From an optimization exercise on the open Yosys and OpenROAD flow, aimed at small area and few clock cycles per item; shortcuts taken in it are not production practice. The RTL was checked by simulation tests, not by an equivalence proof against the original design. Power is estimated from default activity; no workload was simulated.

==> design/flow/design.v <==
`timescale 1ns / 1ps
module fetch_stage0(
	input wire clk,
	input wire rst,
	input wire stage1_stalled,
	input wire stage1_PC_en,
	input wire stage2_PC_en,
	output wire inst_mem_rd_en,
	output wire [1:0] PC_sel,
	output wire PC_en,
	output reg valid
);
wire good2go = ~(stage1_stalled || stage1_PC_en || stage2_PC_en);
assign inst_mem_rd_en = good2go && !rst;
assign PC_sel = (good2go) ? 2'b00 : 2'b0;
assign PC_en = good2go;
wire valid_n;
assign valid_n = good2go || (valid && stage1_stalled);
always @(posedge clk) begin
	if (rst) begin
		valid <= 0;
	end else begin
		valid <= valid_n;
	end
end
endmodule
`timescale 1ns / 1ps
module decode_compute1_stage1(
	input wire clk,
	input wire rst,
	input wire A_en_stall_sig,
	input wire X_en_stall_sig,
	input wire valid_in,
	input wire [15:0] opcode,
	input wire imm_lsb_is_zero,
	output wire B_sel,
	output wire addr_sel,
	output wire accept,
	output wire reject,
	output wire [3:0] ALU_sel_decoded,
	output wire [2:0] jmp_type,  
	output wire PC_en_decoded, 
	output reg packet_mem_rd_en_decoded, 
	output wire [1:0] transfer_sz_decoded,
	output wire regfile_sel_decoded, 
	output wire regfile_wr_en_decoded,
	output reg [2:0] A_sel_decoded, 
	output reg A_en_decoded, 
	output reg [2:0] X_sel_decoded, 
	output reg X_en_decoded,
	output wire stage1_stalled,
	output wire PC_en_gated,  
	output wire valid
);
wire [2:0] opcode_class;
assign opcode_class = opcode[2:0];
wire [2:0] addr_type;
assign addr_type = opcode[7:5];
wire [2:0] jmp_type_internal;
assign jmp_type_internal = opcode[6:4];
wire [4:0] miscop;
assign miscop = opcode[7:3];
wire [1:0] retval;
assign retval = opcode[4:3];
wire miscop_is_zero;
assign miscop_is_zero = (miscop == 2'b00);
wire is_TAX_instruction;
assign is_TAX_instruction = (opcode_class == 3'b111) && (miscop_is_zero);
wire is_TXA_instruction;
assign is_TXA_instruction = (opcode_class == 3'b111) && (!miscop_is_zero);
wire is_RETA_instruction;
assign is_RETA_instruction = (opcode_class == 3'b110) && (retval == 2'b10);
wire is_RETX_instruction;
assign is_RETX_instruction = (opcode_class == 3'b110) && (retval == 2'b01);
wire is_RETIMM_instruction;
assign is_RETIMM_instruction = (opcode_class == 3'b110 && retval == 2'b00);
wire we_read_A; 
assign we_read_A = (opcode_class == 3'b100) || (opcode_class == 3'b101) || (opcode_class == 3'b010) || (is_RETA_instruction) || (is_TAX_instruction);
wire we_read_X;
assign we_read_X = ((opcode_class == 3'b000 || opcode_class == 3'b001) && addr_type == 3'b010) || (opcode_class == 3'b011) || (is_RETX_instruction) || (is_TXA_instruction) || (((opcode_class == 3'b100) || (opcode_class == 3'b101)) && (opcode[3] == 1'b1));
assign stage1_stalled = (we_read_A && A_en_stall_sig) || (we_read_X && X_en_stall_sig);
assign valid = valid_in && !stage1_stalled;
assign B_sel = opcode[3];
assign addr_sel = (addr_type == 3'b010) ? 1'b1 : 1'b0;
assign accept = !imm_lsb_is_zero && is_RETIMM_instruction && valid_in;
assign reject = imm_lsb_is_zero && is_RETIMM_instruction && valid_in;
assign ALU_sel_decoded = opcode[7:4];
assign jmp_type = jmp_type_internal;  
assign transfer_sz_decoded = opcode[4:3]; 
assign PC_en_decoded = (opcode_class == 3'b101);
always @(*) begin
	if ((opcode_class == 3'b000) && (addr_type == 3'b001 || addr_type == 3'b010)) begin
		packet_mem_rd_en_decoded <= 1;
	end else if ((opcode_class == 3'b001) && (addr_type == 3'b001 || addr_type == 3'b010 || addr_type == 3'b101)) begin
		packet_mem_rd_en_decoded <= 1;
	end else begin
		packet_mem_rd_en_decoded <= 0;
	end
end
assign regfile_sel_decoded = (opcode_class == 3'b011) ? 1'b1 : 1'b0;
assign regfile_wr_en_decoded = (opcode_class == 3'b010 || opcode_class == 3'b011);
assign PC_en_gated = PC_en_decoded && valid;
always @(*) begin
	if (opcode_class == 3'b000) begin
		A_en_decoded <= 1;
		case (addr_type)
			3'b001, 3'b010:
				A_sel_decoded <= 3'b001;
			3'b000:
				A_sel_decoded <= 3'b000;
			3'b011:
				A_sel_decoded <= 3'b011;
			3'b100:
				A_sel_decoded <= 3'b100;
			default:
				A_sel_decoded <= 0;  
		endcase
	end else if (opcode_class == 3'b100) begin
		A_en_decoded <= 1;
		A_sel_decoded <= 3'b110;
	end else if (is_TXA_instruction) begin
		A_en_decoded <= 1;
		A_sel_decoded <= 3'b111;
	end else begin
		A_en_decoded <= 0;
		A_sel_decoded <= 0;  
	end
	if (opcode_class == 3'b001) begin
		X_en_decoded <= 1;
		case (addr_type)
			3'b001, 3'b010:
				X_sel_decoded <= 3'b001;
			3'b000:
				X_sel_decoded <= 3'b000;
			3'b011:
				X_sel_decoded <= 3'b011;
			3'b100:
				X_sel_decoded <= 3'b100;
			3'b101:
				X_sel_decoded <= 3'b101;
			default:
				X_sel_decoded <= 0;  
		endcase
	end else if (is_TAX_instruction) begin 
		X_en_decoded <= 1;
		X_sel_decoded <= 3'b111;
	end else begin
		X_en_decoded <= 0;
		X_sel_decoded <= 0;  
	end
end
endmodule
`timescale 1ns / 1ps
module compute2_stage2(
	input clk,
	input rst,
	input wire eq,
	input wire gt,
	input wire ge,
	input wire set,
	input wire [3:0] ALU_sel_in,
	input wire [2:0] jmp_type,  
	input wire PC_en_in, 
	input wire packet_mem_rd_en_in, 
	input wire [1:0] transfer_sz_in,
	input wire regfile_sel_in, 
	input wire regfile_wr_en_in,
	input wire valid_in,
	input wire [2:0] A_sel_in,
	input wire A_en_in,
	input wire [2:0] X_sel_in,
	input wire X_en_in,
	output reg [3:0] ALU_sel,
	output reg [1:0] PC_sel, 
	output reg PC_en, 
	output reg packet_mem_rd_en, 
	output reg [1:0] transfer_sz,
	output reg regfile_sel, 
	output reg regfile_wr_en,
	output reg valid,
	output reg [2:0] A_sel_decoded, 
	output reg A_en_decoded, 
	output reg [2:0] X_sel_decoded, 
	output reg X_en_decoded
);
always @(posedge clk) begin
	ALU_sel <= ALU_sel_in;
	PC_en <= valid_in && PC_en_in;
	packet_mem_rd_en <= valid_in && packet_mem_rd_en_in;
	transfer_sz <= transfer_sz_in;
	regfile_sel <= regfile_sel_in;
	regfile_wr_en <= valid_in && regfile_wr_en_in;
end
always @(*) begin
	if (PC_en) begin
		if (jmp_type == 3'b000) begin
			PC_sel <= 2'b11;
		end else if (  
			(jmp_type == 3'b001 && eq) ||
			(jmp_type == 3'b010 && gt) ||
			(jmp_type == 3'b011 && ge) ||
			(jmp_type == 3'b100 && set)
		) begin
			PC_sel <= 2'b01;
		end else begin
			PC_sel <= 2'b10;
		end
	end else begin
		PC_sel <= 0;  
	end
end
always @(posedge clk) begin
	A_sel_decoded <= A_sel_in;
	A_en_decoded <= valid_in && A_en_in;
	X_sel_decoded <= X_sel_in;
	X_en_decoded <= valid_in && X_en_in;
	valid <= valid_in;
end
endmodule
module idle_stage2_point_5(
	input wire clk,
	input wire rst,
	input wire [2:0] A_sel_in,
	input wire A_en_in,
	input wire [2:0] X_sel_in,
	input wire X_en_in,
	input wire valid_in,
	output reg [2:0] A_sel,
	output reg A_en,
	output reg [2:0] X_sel,
	output reg X_en,
	output reg valid
);
always @(posedge clk) begin
	A_sel <= A_sel_in;
	A_en <= valid_in && A_en_in;
	X_sel <= X_sel_in;
	X_en <= valid_in && X_en_in;
	valid <= valid_in;
end
endmodule
`timescale 1ns / 1ps
module writeback_stage3(
	input wire clk,
	input wire rst,
	input wire [2:0] A_sel_in,
	input wire A_en_in,
	input wire [2:0] X_sel_in,
	input wire X_en_in,
	input wire valid_in,
	output reg [2:0] A_sel,
	output reg A_en,
	output reg [2:0] X_sel,
	output reg X_en
);
always @(posedge clk) begin
	A_sel <= A_sel_in;
	A_en <= valid_in && A_en_in;
	X_sel <= X_sel_in;
	X_en <= valid_in && X_en_in;
end
endmodule
`timescale 1ns / 1ps
module pipelined_bpfvm_ctrl # (
	parameter PESSIMISTIC = 0
)(
    input wire rst,
    input wire clk,
    output wire [2:0] A_sel,
    output wire [2:0] X_sel,
    output wire [1:0] PC_sel,
    output wire addr_sel,
    output wire A_en,
    output wire X_en,
    output wire PC_en,
    output wire B_sel,
    output wire [3:0] ALU_sel,
    output wire regfile_wr_en,
    output wire regfile_sel,
    input wire [15:0] opcode,
    input wire set,
    input wire eq,
    input wire gt,
    input wire ge,
    output wire packet_mem_rd_en,
    output wire inst_mem_rd_en,
    output wire [1:0] transfer_sz,  
    input wire A_is_zero,
    input wire X_is_zero,
    input wire imm_lsb_is_zero,
    output wire accept,
    output wire reject
);
wire [1:0] PC_sel_stage0;
wire PC_en_stage0;
wire valid_stage0;
wire [3:0] ALU_sel_stage1;
wire [2:0] jmp_type;  
wire PC_en_stage1; 
wire packet_mem_rd_en_stage1; 
wire [1:0] transfer_sz_stage1;
wire regfile_sel_stage1; 
wire regfile_wr_en_stage1;
wire [2:0] A_sel_stage1; 
wire A_en_stage1; 
wire [2:0] X_sel_stage1;
wire X_en_stage1;
wire stage1_stalled;
wire PC_en_stage1_gated;
wire valid_stage1;
wire [1:0] PC_sel_stage2;
wire PC_en_stage2;
wire [2:0] A_sel_stage2;
wire A_en_stage2;
wire [2:0] X_sel_stage2;
wire X_en_stage2;
wire valid_stage2;
wire A_en_stall_sig;  
wire X_en_stall_sig;  
fetch_stage0 stage0(
		.clk(clk),
		.rst(rst),
		.stage1_stalled(stage1_stalled),
		.stage1_PC_en(PC_en_stage1_gated),
		.stage2_PC_en(PC_en_stage2),
		.inst_mem_rd_en(inst_mem_rd_en),
		.PC_sel(PC_sel_stage0),
		.PC_en(PC_en_stage0),
		.valid(valid_stage0)
);
decode_compute1_stage1 stage1(
	.clk(clk),
	.rst(rst),
	.A_en_stall_sig(A_en_stall_sig),
	.X_en_stall_sig(X_en_stall_sig),
	.valid_in(valid_stage0),
	.opcode(opcode),
	.imm_lsb_is_zero(imm_lsb_is_zero),
	.B_sel(B_sel),
	.addr_sel(addr_sel),
	.accept(accept),
	.reject(reject),
	.ALU_sel_decoded(ALU_sel_stage1),
	.jmp_type(jmp_type),  
	.PC_en_decoded(PC_en_stage1), 
	.packet_mem_rd_en_decoded(packet_mem_rd_en_stage1), 
	.transfer_sz_decoded(transfer_sz_stage1),
	.regfile_sel_decoded(regfile_sel_stage1), 
	.regfile_wr_en_decoded(regfile_wr_en_stage1),
	.A_sel_decoded(A_sel_stage1), 
	.A_en_decoded(A_en_stage1), 
	.X_sel_decoded(X_sel_stage1), 
	.X_en_decoded(X_en_stage1),
	.stage1_stalled(stage1_stalled),
	.PC_en_gated(PC_en_stage1_gated),
	.valid(valid_stage1)
);
compute2_stage2 stage2 (
	.clk(clk),
	.rst(rst),
	.eq(eq),
	.gt(gt),
	.ge(ge),
	.set(set),
	.ALU_sel_in(ALU_sel_stage1),
	.jmp_type(jmp_type),  
	.PC_en_in(PC_en_stage1), 
	.packet_mem_rd_en_in(packet_mem_rd_en_stage1), 
	.transfer_sz_in(transfer_sz_stage1),
	.regfile_sel_in(regfile_sel_stage1), 
	.regfile_wr_en_in(regfile_wr_en_stage1),
	.valid_in(valid_stage1),
	.A_sel_in(A_sel_stage1),
	.A_en_in(A_en_stage1),
	.X_sel_in(X_sel_stage1),
	.X_en_in(X_en_stage1),
	.ALU_sel(ALU_sel),
	.PC_sel(PC_sel_stage2), 
	.PC_en(PC_en_stage2), 
	.packet_mem_rd_en(packet_mem_rd_en), 
	.transfer_sz(transfer_sz),
	.regfile_sel(regfile_sel), 
	.regfile_wr_en(regfile_wr_en),
	.valid(valid_stage2),
	.A_sel_decoded(A_sel_stage2), 
	.A_en_decoded(A_en_stage2), 
	.X_sel_decoded(X_sel_stage2), 
	.X_en_decoded(X_en_stage2)
);
generate
if (PESSIMISTIC) begin
	wire [1:0] PC_sel_stage2_point_5;
	wire PC_en_stage2_point_5;
	wire [2:0] A_sel_stage2_point_5;
	wire A_en_stage2_point_5;
	wire [2:0] X_sel_stage2_point_5;
	wire X_en_stage2_point_5;
	wire valid_stage2_point_5;
	idle_stage2_point_5 idle_stage (
		.clk(clk),
		.rst(rst),
		.A_sel_in(A_sel_stage2),
		.A_en_in(A_en_stage2),
		.X_sel_in(X_sel_stage2),
		.X_en_in(X_en_stage2),
		.valid_in(valid_stage2),
		.A_sel(A_sel_stage2_point_5),
		.A_en(A_en_stage2_point_5),
		.X_sel(X_sel_stage2_point_5),
		.X_en(X_en_stage2_point_5),
		.valid(valid_stage2_point_5)
	);
	writeback_stage3 stage3 (
		.clk(clk),
		.rst(rst),
		.A_sel_in(A_sel_stage2_point_5),
		.A_en_in(A_en_stage2_point_5),
		.X_sel_in(X_sel_stage2_point_5),
		.X_en_in(X_en_stage2_point_5),
		.valid_in(valid_stage2_point_5),
		.A_sel(A_sel),
		.A_en(A_en),
		.X_sel(X_sel),
		.X_en(X_en)
	);
	assign A_en_stall_sig = (A_en_stage2) || (A_en_stage2_point_5) || A_en;
	assign X_en_stall_sig = (X_en_stage2) || (X_en_stage2_point_5) || X_en;
end
else begin
	writeback_stage3 stage3 (
		.clk(clk),
		.rst(rst),
		.A_sel_in(A_sel_stage2),
		.A_en_in(A_en_stage2),
		.X_sel_in(X_sel_stage2),
		.X_en_in(X_en_stage2),
		.valid_in(valid_stage2),
		.A_sel(A_sel),
		.A_en(A_en),
		.X_sel(X_sel),
		.X_en(X_en)
	);
	assign A_en_stall_sig = (A_en_stage2) || A_en;
	assign X_en_stall_sig = (X_en_stage2) || X_en;
end
endgenerate
assign PC_sel = PC_sel_stage0 | PC_sel_stage2;
assign PC_en = PC_en_stage0 | PC_en_stage2;
endmodule
`timescale 1ns / 1ps
module pipelined_alu # (
	parameter PESSIMISTIC = 0
)(
	input wire clk,
    input wire [31:0] A,
    input wire [31:0] B,
    input wire [3:0] ALU_sel,
    output wire [31:0] ALU_out,
    output wire set,
    output wire eq,
    output wire gt,
    output wire ge
);
reg [31:0] add_r;
always @(posedge clk) add_r <= A + B;
reg [31:0] sub_r;
always @(posedge clk) sub_r <= A - B;
reg [31:0] or_r;
always @(posedge clk) or_r <= A | B;
reg [31:0] and_r;
always @(posedge clk) and_r <= A & B;
reg [31:0] lsh_r;
always @(posedge clk) lsh_r <= A << B;
reg [31:0] rsh_r;
always @(posedge clk) rsh_r <= A >> B;
reg [31:0] not_r;
always @(posedge clk) not_r <= ~A;
reg [31:0] xor_r;
always @(posedge clk) xor_r <= A ^ B;
reg [31:0] ALU_out_r;
always @(posedge clk) begin
    case (ALU_sel)
        4'h0:
            ALU_out_r <= add_r;
        4'h1:
            ALU_out_r <= sub_r;
        4'h2:
            ALU_out_r <= 32'hCAFEDEAD;  
        4'h3:
            ALU_out_r <= 32'hDEADBEEF;  
        4'h4:
            ALU_out_r <= or_r;
        4'h5:
            ALU_out_r <= and_r;
        4'h6:
            ALU_out_r <= lsh_r;  
        4'h7:
            ALU_out_r <= rsh_r;  
        4'h8:
            ALU_out_r <= not_r;
        4'h9:
            ALU_out_r <= 32'hBEEFCAFE;  
        4'hA:
            ALU_out_r <= xor_r;
        default:
            ALU_out_r <= 32'd0;
    endcase
end
assign ALU_out = ALU_out_r;
wire eq_internal, gt_internal, ge_internal, set_internal;
assign eq_internal = (A == B) ? 1'b1 : 1'b0;
assign gt_internal = (A > B) ? 1'b1 : 1'b0;
assign ge_internal = gt_internal | eq_internal;
assign set_internal = ((A & B) != 32'h00000000) ? 1'b1 : 1'b0;
reg eq_r, gt_r, ge_r, set_r;
always @(posedge clk) begin
	eq_r <= eq_internal;
	gt_r <= gt_internal;
	ge_r <= ge_internal;
	set_r <= set_internal;
end
assign eq = eq_r;
assign gt = gt_r;
assign ge = ge_r;
assign set = set_r;
endmodule
`timescale 1ns / 1ps
module regfile(
    input wire clk,
    input wire rst,
    input wire [3:0] addr,
    input wire [31:0] idata,
    input wire wr_en,
    output wire [31:0] odata
);
reg [31:0] scratch [0:15];
assign odata = scratch[addr];
always @(posedge clk) begin
	if (rst) begin
		scratch[0] <= 0;
		scratch[1] <= 0;
		scratch[2] <= 0;
		scratch[3] <= 0;
		scratch[4] <= 0;
		scratch[5] <= 0;
		scratch[6] <= 0;
		scratch[7] <= 0;
		scratch[8] <= 0;
		scratch[9] <= 0;
		scratch[10] <= 0;
		scratch[11] <= 0;
		scratch[12] <= 0;
		scratch[13] <= 0;
		scratch[14] <= 0;
		scratch[15] <= 0;
	end else if (wr_en == 1'b1) begin
        scratch[addr] <= idata;
    end
end
endmodule
`timescale 1ns / 1ps
module pipelined_bpfvm_datapath # (parameter
	CODE_ADDR_WIDTH = 10,
	CODE_DATA_WIDTH = 64,
	PACKET_BYTE_ADDR_WIDTH = 12,
	PESSIMISTIC = 0
)(
    input wire rst,
    input wire clk,
    input wire [2:0] A_sel,
    input wire [2:0] X_sel,
    input wire [1:0] PC_sel,
    input wire addr_sel,
    input wire A_en,
    input wire X_en,
    input wire PC_en,
    input wire PC_rst,
    input wire B_sel,
    input wire [3:0] ALU_sel,
    input wire [CODE_DATA_WIDTH-1:0] inst_mem_data,
    input wire [31:0] packet_data,  
    input wire [31:0] packet_len,  
    input wire regfile_wr_en,
    input wire regfile_sel,
    output wire [15:0] opcode,
    output wire set,
    output wire eq,
    output wire gt,
    output wire ge,
    output wire [PACKET_BYTE_ADDR_WIDTH-1:0] packet_addr,
    output reg [CODE_ADDR_WIDTH-1:0] PC,
    output wire A_is_zero,
    output wire X_is_zero,
    output wire imm_lsb_is_zero
);
reg [31:0] A, X;  
wire [31:0] B;  
wire [31:0] ALU_out;
wire [CODE_DATA_WIDTH-1:0] IR;   
assign IR = inst_mem_data;  
reg [CODE_ADDR_WIDTH-1:0] nextPC;  
wire [7:0] jt, jf;  
wire [31:0] imm;
assign opcode = IR[63:48];
assign jt = IR[47:40];
assign jf = IR[39:32];
assign imm = IR[31:0];
wire [31:0] imm1;
reg [31:0] imm2;  
wire [31:0] imm2_n;
reg [31:0] imm3;  
wire [31:0] imm3_n;
assign imm1 = imm;
assign imm2_n = imm1;
assign imm3_n = imm2;
always @(posedge clk) begin
	if (rst) begin
		imm2 <= 0;
		imm3 <= 0;
	end else begin
		imm2 <= imm2_n;
		imm3 <= imm3_n;
	end
end
wire [31:0] scratch_odata;
always @(posedge clk) begin
    if (A_en == 1'b1) begin
        case (A_sel)
            3'b000:
                A <= imm3;  
            3'b001:
                A <= packet_data;
            3'b010:
                A <= packet_data;  
            3'b011:
                A <= scratch_odata; 
            3'b100:
                A <= packet_len;
            3'b101:
                A <= {26'b0, imm3[3:0], 2'b0};  
            3'b110:
                A <= ALU_out;
            3'b111:  
                A <= X;
        endcase
    end
end
always @(posedge clk) begin
    if (X_en == 1'b1) begin
        case (X_sel)
            3'b000:
                X <= imm3;  
            3'b001:
                X <= packet_data;
            3'b010:
                X <= packet_data;  
            3'b011:
                X <= scratch_odata;
            3'b100:
                X <= packet_len;
            3'b101:
                X <= {26'b0, packet_data[3:0], 2'b0};
            3'b111:  
                X <= A;
            default:
                X <= 0;  
        endcase
    end
end
always @(posedge clk) begin
    if (PC_rst || rst) begin
        PC <= 0;
    end else if (PC_en == 1'b1) begin
        PC <= nextPC;
    end
end
always @(*) begin
    case (PC_sel)
        2'b00:
            nextPC <= PC + 1;
        2'b01:
            nextPC <= PC + jt;  
        2'b10:
            nextPC <= PC + jf; 
        2'b11:
            nextPC <= PC + imm2;  
    endcase
end
wire [PACKET_BYTE_ADDR_WIDTH-1:0] packet_addr_internal;
assign packet_addr_internal = (addr_sel == 1'b0) ? imm1 : (X+imm1);
reg [PACKET_BYTE_ADDR_WIDTH-1:0] packet_addr_r;  
always @(posedge clk) begin
	if (rst) packet_addr_r <= 0;
	else packet_addr_r <= packet_addr_internal;
end
assign packet_addr = packet_addr_r;
assign B = (B_sel == 1'b1) ? X : imm1;  
pipelined_alu # (
	.PESSIMISTIC(PESSIMISTIC)
) myalu (
	.clk(clk),
    .A(A),
    .B(B),
    .ALU_sel(ALU_sel),
    .ALU_out(ALU_out),
    .eq(eq),
    .gt(gt),
    .ge(ge),
    .set(set)
    );
wire [31:0] scratch_odata_internal;
wire [31:0] scratch_idata;
assign scratch_idata = (regfile_sel == 1'b1) ? X : A;
regfile scratchmem (
    .clk(clk),
    .rst(rst),
    .addr(imm2[3:0]),  
    .idata(scratch_idata),
    .odata(scratch_odata_internal),
    .wr_en(regfile_wr_en)
);
reg [31:0] scratch_odata_r;  
always @(posedge clk) begin
	if (rst) begin
		scratch_odata_r <= 0;
	end else begin
		scratch_odata_r <= scratch_odata_internal;
	end 
end
assign scratch_odata = scratch_odata_r;
assign A_is_zero = (A == 0);
assign X_is_zero = (X == 0);
assign imm_lsb_is_zero = ~imm1[0];  
endmodule
`timescale 1ns / 1ps
module pipelined_bpfcpu # (
    parameter CODE_ADDR_WIDTH = 10,  
    parameter PACKET_BYTE_ADDR_WIDTH = 12,  
    parameter SNOOP_FWD_ADDR_WIDTH = 9,
	parameter PESSIMISTIC = 0
)(
	input wire rst,
	input wire clk,
	input wire mem_ready,  
	input wire [(SNOOP_FWD_ADDR_WIDTH+1)-1:0] packet_len,  
	output wire packet_mem_rd_en,
	output wire inst_mem_rd_en,
	input wire [63:0] inst_mem_data,  
	input wire [31:0] packet_data,  
	output wire [PACKET_BYTE_ADDR_WIDTH-1:0] packet_addr,
	output wire [CODE_ADDR_WIDTH-1:0] inst_rd_addr,
	output wire [1:0] transfer_sz,
	output wire cpu_acc,
	output wire cpu_rej
);
wire [2:0] A_sel;  
wire [2:0] X_sel;  
wire [1:0] PC_sel;  
wire addr_sel;  
wire A_en;  
wire X_en;  
wire PC_en;  
wire B_sel;  
wire [3:0] ALU_sel;  
wire regfile_wr_en;  
wire regfile_sel;  
wire [15:0] opcode;  
wire set;  
wire eq;  
wire gt;  
wire ge;  
wire imm_lsb_is_zero;  
wire A_is_zero;  
wire X_is_zero;  
pipelined_bpfvm_ctrl # (
	.PESSIMISTIC(PESSIMISTIC)
) controller (	
	.rst(rst || !mem_ready || cpu_acc || cpu_rej),  
	.clk(clk),
	.A_sel(A_sel),
	.X_sel(X_sel),
	.PC_sel(PC_sel),
	.addr_sel(addr_sel),
	.A_en(A_en),
	.X_en(X_en),
	.PC_en(PC_en),
	.B_sel(B_sel),
	.ALU_sel(ALU_sel),
	.regfile_wr_en(regfile_wr_en),
	.regfile_sel(regfile_sel),
	.opcode(opcode),
	.set(set),
	.eq(eq),
	.gt(gt),
	.ge(ge),
	.packet_mem_rd_en(packet_mem_rd_en),
	.inst_mem_rd_en(inst_mem_rd_en),
	.transfer_sz(transfer_sz),
	.A_is_zero(A_is_zero),
	.imm_lsb_is_zero(imm_lsb_is_zero),
	.X_is_zero(X_is_zero),
	.accept(cpu_acc),
	.reject(cpu_rej)
);
pipelined_bpfvm_datapath # (
	.CODE_ADDR_WIDTH(CODE_ADDR_WIDTH),
	.PACKET_BYTE_ADDR_WIDTH(PACKET_BYTE_ADDR_WIDTH),
	.PESSIMISTIC(PESSIMISTIC)
) datapath (
	.rst(rst || !mem_ready), 
	.clk(clk),
	.A_sel(A_sel),
	.X_sel(X_sel),
	.PC_sel(PC_sel),
	.addr_sel(addr_sel),
	.A_en(A_en),
	.X_en(X_en),
	.PC_en(PC_en),
	.PC_rst(cpu_acc || cpu_rej),  
	.B_sel(B_sel),
	.ALU_sel(ALU_sel),
	.inst_mem_data(inst_mem_data),
	.packet_data(packet_data),
	.packet_len(packet_len),
	.regfile_wr_en(regfile_wr_en),
	.regfile_sel(regfile_sel),
	.opcode(opcode),
	.set(set),
	.eq(eq),
	.gt(gt),
	.ge(ge),
	.packet_addr(packet_addr),
	.PC(inst_rd_addr),
	.imm_lsb_is_zero(imm_lsb_is_zero),
	.X_is_zero(X_is_zero),
	.A_is_zero(A_is_zero)
);
endmodule
==> design/flow/run.sh <==
#!/bin/bash
# synth_recipe.tcl (not shown) runs the flow's synth.tcl, then flattens the netlist and writes it again
# the make line also repeats each setting of config.mk as NAME=value (left out here)
make -C /OpenROAD-flow-scripts/flow DESIGN_CONFIG=/design/flow/config.mk WORK_HOME=/design/flow/orfs CLKGATE_MAP_FILE= SYNTH_SCRIPT=/design/flow/synth_recipe.tcl finish
==> design/flow/config.mk <==
export PLATFORM = sky130hd
export DESIGN_NAME = pipelined_bpfcpu
export DESIGN_NICKNAME = pipelined_bpfcpu
export VERILOG_FILES = /design/flow/design.v
export SDC_FILE = /design/flow/constraint.sdc
export NUM_CORES = 4
export LEC_CHECK = 0
export CAP_MARGIN = 20
export CORE_MARGIN = 2
export CORE_UTILIZATION = 40
export SLEW_MARGIN = 20
==> design/flow/constraint.sdc <==
create_clock -name core_clock -period 5.5 [get_ports {clk}]
set_input_delay 1.1000 -clock core_clock [delete_from_list [all_inputs] [get_ports {clk}]]
set_output_delay 1.1000 -clock core_clock [all_outputs]
set_load 0.01 [all_outputs]
==> results by group <==
Clocking
  – CTS Hold Buffers Added: 0
  – CTS H-tree depth: 3
  – Post_cts resized: 0
  – Worst-Skew Late Latency: around 0.70 ns
  – CTS tree: built
  – Reg clk slew, reported paths: roughly 0.060 ns
  – Clk root buf: clkbuf_16
  – Max clock buf depth: 3
  – Post-CTS Setup Bufs: 0
  – Clk sinks: between 1k and 1.5k
  – CTS Buf Count: approximately 110

Power and ir drop
  – P_int: 0.0131 W
  – Reg power frac: between 40% and 50%
  – Logic pwr share: between 8 and 9%
  – Clock share of power: a little over two fifths
  – P per Cell Area: approximately 320 mW/mm^2
  – Static leakage: 20.4 nW
  – Sw Pwr: 0.00417 W
  – Peak supply drop: ~0.00026 V
  – Switching Share: 24.1%

Detailed routing
  – WL final: between 150 and 200 mm
  – DR DRC count: 0
  – Routed Antenna Nets: 0
  – Vias/cell: 5.79
  – Pre-antenna DRT Iters: 6
  – DRT iter0 DRCs: around 4k
  – Wire length per cell: between 20 and 30 um
  – DR vias: 33.8k

Timing
  – Period utilisation layout: 91.9%
  – Final Hold Viols: 0
  – Setup TNS: 0 ns
  – RSZ-0062 raised after global routing: no
  – Hold Slack: roughly 0.34 ns
  – Max Slew Vio Count: 0
  – Fin crit period: just over 5 ns
  – Setup violators final: 0
  – Slew @ Worst Pin: 1.16 ns
  – Clock skew: 0.0376 ns
  – Fmax: 198 MHz
  – Slew HR: 22.5%

Worst setup path
  – Top fanout value on the critical path: 6
  – Worst path buffer plus inverter count: 2
  – CP cell instances: clkdlybuf4s50_1 > or3_1 > or3_1 > nand4_1 > a21oi_1 > nor2_1 > nand2_1 > nor3_1 > clkdlybuf4s50_1
  – Critical Path Stages: 9
  – Worst path arrival time: 3.96 ns
  – Crit end category: output port
  – Category of the most critical setup path: primary input to output port
  – Startpoint Class: primary input
  – Family with the most delay on the worst path: simple AND/OR/NAND/NOR gates
  – Max stage delay cell, worst path: clkdlybuf4s50_1
  – CP peak stage delay: between 0.6 and 0.7 ns
  – Crit path required time: 4.40 ns
  – Reg2reg path depth: 13

Logic synthesis
  – Mapped cell area: 0.0466 sq mm
  – FF+latch count, synth: a little over 1k
  – Mapped Cells: about 4k
  – Sequential area share after synthesis: 55.8%
  – Yosys top cell area share: around 37%
  – Mapped Nets: approximately 4.3k
  – Cell taking the most area after synthesis: edfxtp_1
  – Synth cell types: 88
  – Number of synthesized flops with an enable pin: approximately 580
  – Yosys warnings: 8
  – Ys flop type: edfxtp_1
  – FFs w/ async S/R, synth: 0%
  – Average size of a mapped cell: 11.3 sq um
  – Synth area leaders: edfxtp_1 37%, dfxtp_1 19%, mux4_2 7.9%

Worst hold path
  – Worst min path class: flip-flop to flip-flop
  – Hold Path Depth: 0

Placement
  – DPL Wire Length: between 100 and 150 mm
  – I/O Buffers: between 100 and 150
  – Placed inst area: 0.0501 sq mm
  – Placer Congestion: approximately 0.96

Cells and area
  – Layout cell share with drive strength beyond 1: 13.9%
  – Nets: between 4k and 5k
  – Max FFs per register: 512
  – Post-route cell area: 0.0537 sq mm
  – Biggest register: datapath.scratchmem.scratch
  – Synth-to-layout area growth: 15.2%

Global route
  – First-pass GRT wire length: around 230 mm
  – Vias in the first global route: around 33k
  – Total track usage: approximately a quarter
  – Remaining Overflow, GRT: 0
  – Antenna violations before repair: 10
  – Largest net degree at the start of global routing: between 90 and 100

Die
  – Die area: between 0.1 and 0.15 sq mm
  – Core footprint: 0.116 sq mm
  – Die X: 345 um
  – Die extent in y: 345 um
  – Initial core utilization: 40.2%
  – Row count: between 100 and 150
  – IO Count: around 140

Run
  – # Max-Cap Violations: 0

Run status
  – Status: finished clean
power groups by stage:
stage,logic (W),registers (W),clock network [W]
2_1_floorplan,0.000954,0.00852,0
3_3_place_gp,0.00150,0.00859,0
3_5_place_dp,0.00150,0.00860,0
4_1_cts,0.00151,0.00844,0.00741
5_1_grt,0.00163,0.00847,0.00770
6_report,0.00153,0.00844,0.00732
cells by family (layout without fill, tap and decap cells):
kind of cell	Yosys count	count (layout)	share of synthesized area [%]
XOR/XNOR	73	73	1.37
other	0	5	0
multiplexers	377	377	12.6
buffers and inverters	437	628	3.66
AO/OA/AOI/OAI	685	685	9.90
AND/OR/NAND/NOR	1405	1405	13.2
adder cells (fa/ha/maj)	126	126	3.42
flip-flops	1011	1011	55.8
cells in the mapped netlist, drive strengths merged (10+ instances only):
library cell,count
or2,10
ha,116
nand4,29
or3,18
nor2,824
a21o,23
dfxtp,435
nand3,43
inv,146
a211oi,22
o22ai,27
clkbuf,224
nand2b,19
mux2i,177
nand2,212
mux2,36
xor2,27
o211ai,19
o21ai,138
nor2b,19
or4,13
o31ai,27
and2,103
nor4,35
a221oi,35
nor3,53
buf,66
mux4,164
a21oi,160
a22oi,83
edfxtp,576
a22o,40
o21bai,16
xnor2,46
routing by layer:
metal | vias up | GRT usage [%] | part of all wire (%)
met3 | 239 | 4.02 | 8.1
met5 | - | 0 | 0
li1 | 15111 | - | -
met2 | 1485 | 41.5 | 47
met1 | 16942 | 34.6 | 41
met4 | 0 | 8.94 | 3.4
path summary, 6_finish.rpt:
kind / start / endpoint / slack [ns]
worst max-delay path: inst_mem_data[53] / inst_mem_rd_en / 0.44
worst min-delay path: controller.stage2.A_sel_decoded[1] / controller.genblk1.stage3.A_sel[1] / 0.34
worst max register to register: datapath.A[0] / datapath.myalu.sub_r[22] / 1.63
worst min register to register: controller.stage2.A_sel_decoded[1] / controller.genblk1.stage3.A_sel[1] / 0.34
cell usage in the layout, fill, tap and decap left out, drive strengths merged, types with 116 or more instances in the layout:
cell / instances
nand2: 212
buf: 154
ha: 116
dfxtp: 435
a21oi: 160
clkbuf: 142
clkdlybuf4s50: 127
o21ai: 138
nor2: 824
edfxtp: 576
mux2i: 177
mux4: 164
inv: 149
per-stage QoR:
step                      power (W)  instances  util [%]  worst slack, ns
after floorplan             0.00947       4114         -            0.689
after global placement       0.0101       5629      43.2            0.345
after detailed placement     0.0101       5629      43.2            0.362
after CTS                    0.0174       5829      46.3            0.396
after global routing         0.0178       5833      46.3            0.246
final                        0.0173       5834      46.3            0.443
final cells by class:
class	instances	area, sq um
fill	10656	62200
sequential	1011	26000
multi-input combinational	2666	19000
clock buffer	142	3000
timing repair buffer	281	2550
tap	1524	1910
clock inverter	58	568
inverter	147	552
antenna	5	12.5
Testbench counts, summed over its fixed seeds: cycles 40,792, packets 2,048.

==> static timing again, ports no longer ideal <==
Ports are ideal in the flow. The routed layout listed here was re-timed in OpenROAD.
Step 1 assumes that a clkbuf_16 drives the clock port and a buf_2 every other input.
Step 2, shift: input delay + t, output delay - t, t = (earliest + latest rising clock arrival at the registers) / 2. This alone moves slack from input paths to output paths.
Slacks: ideal ports / drivers / drivers and shift; pairs: ideal ports / drivers.
shift t [ns]: 0.754
setup slack, ns: 0.443 / 0.419 / 0.314
pins driven straight from the clock port: 1
After both steps setup and hold are still met in this run. For this run, drivers alone change the setup slack by -0.024 ns; drivers and shift together by -0.129 ns.
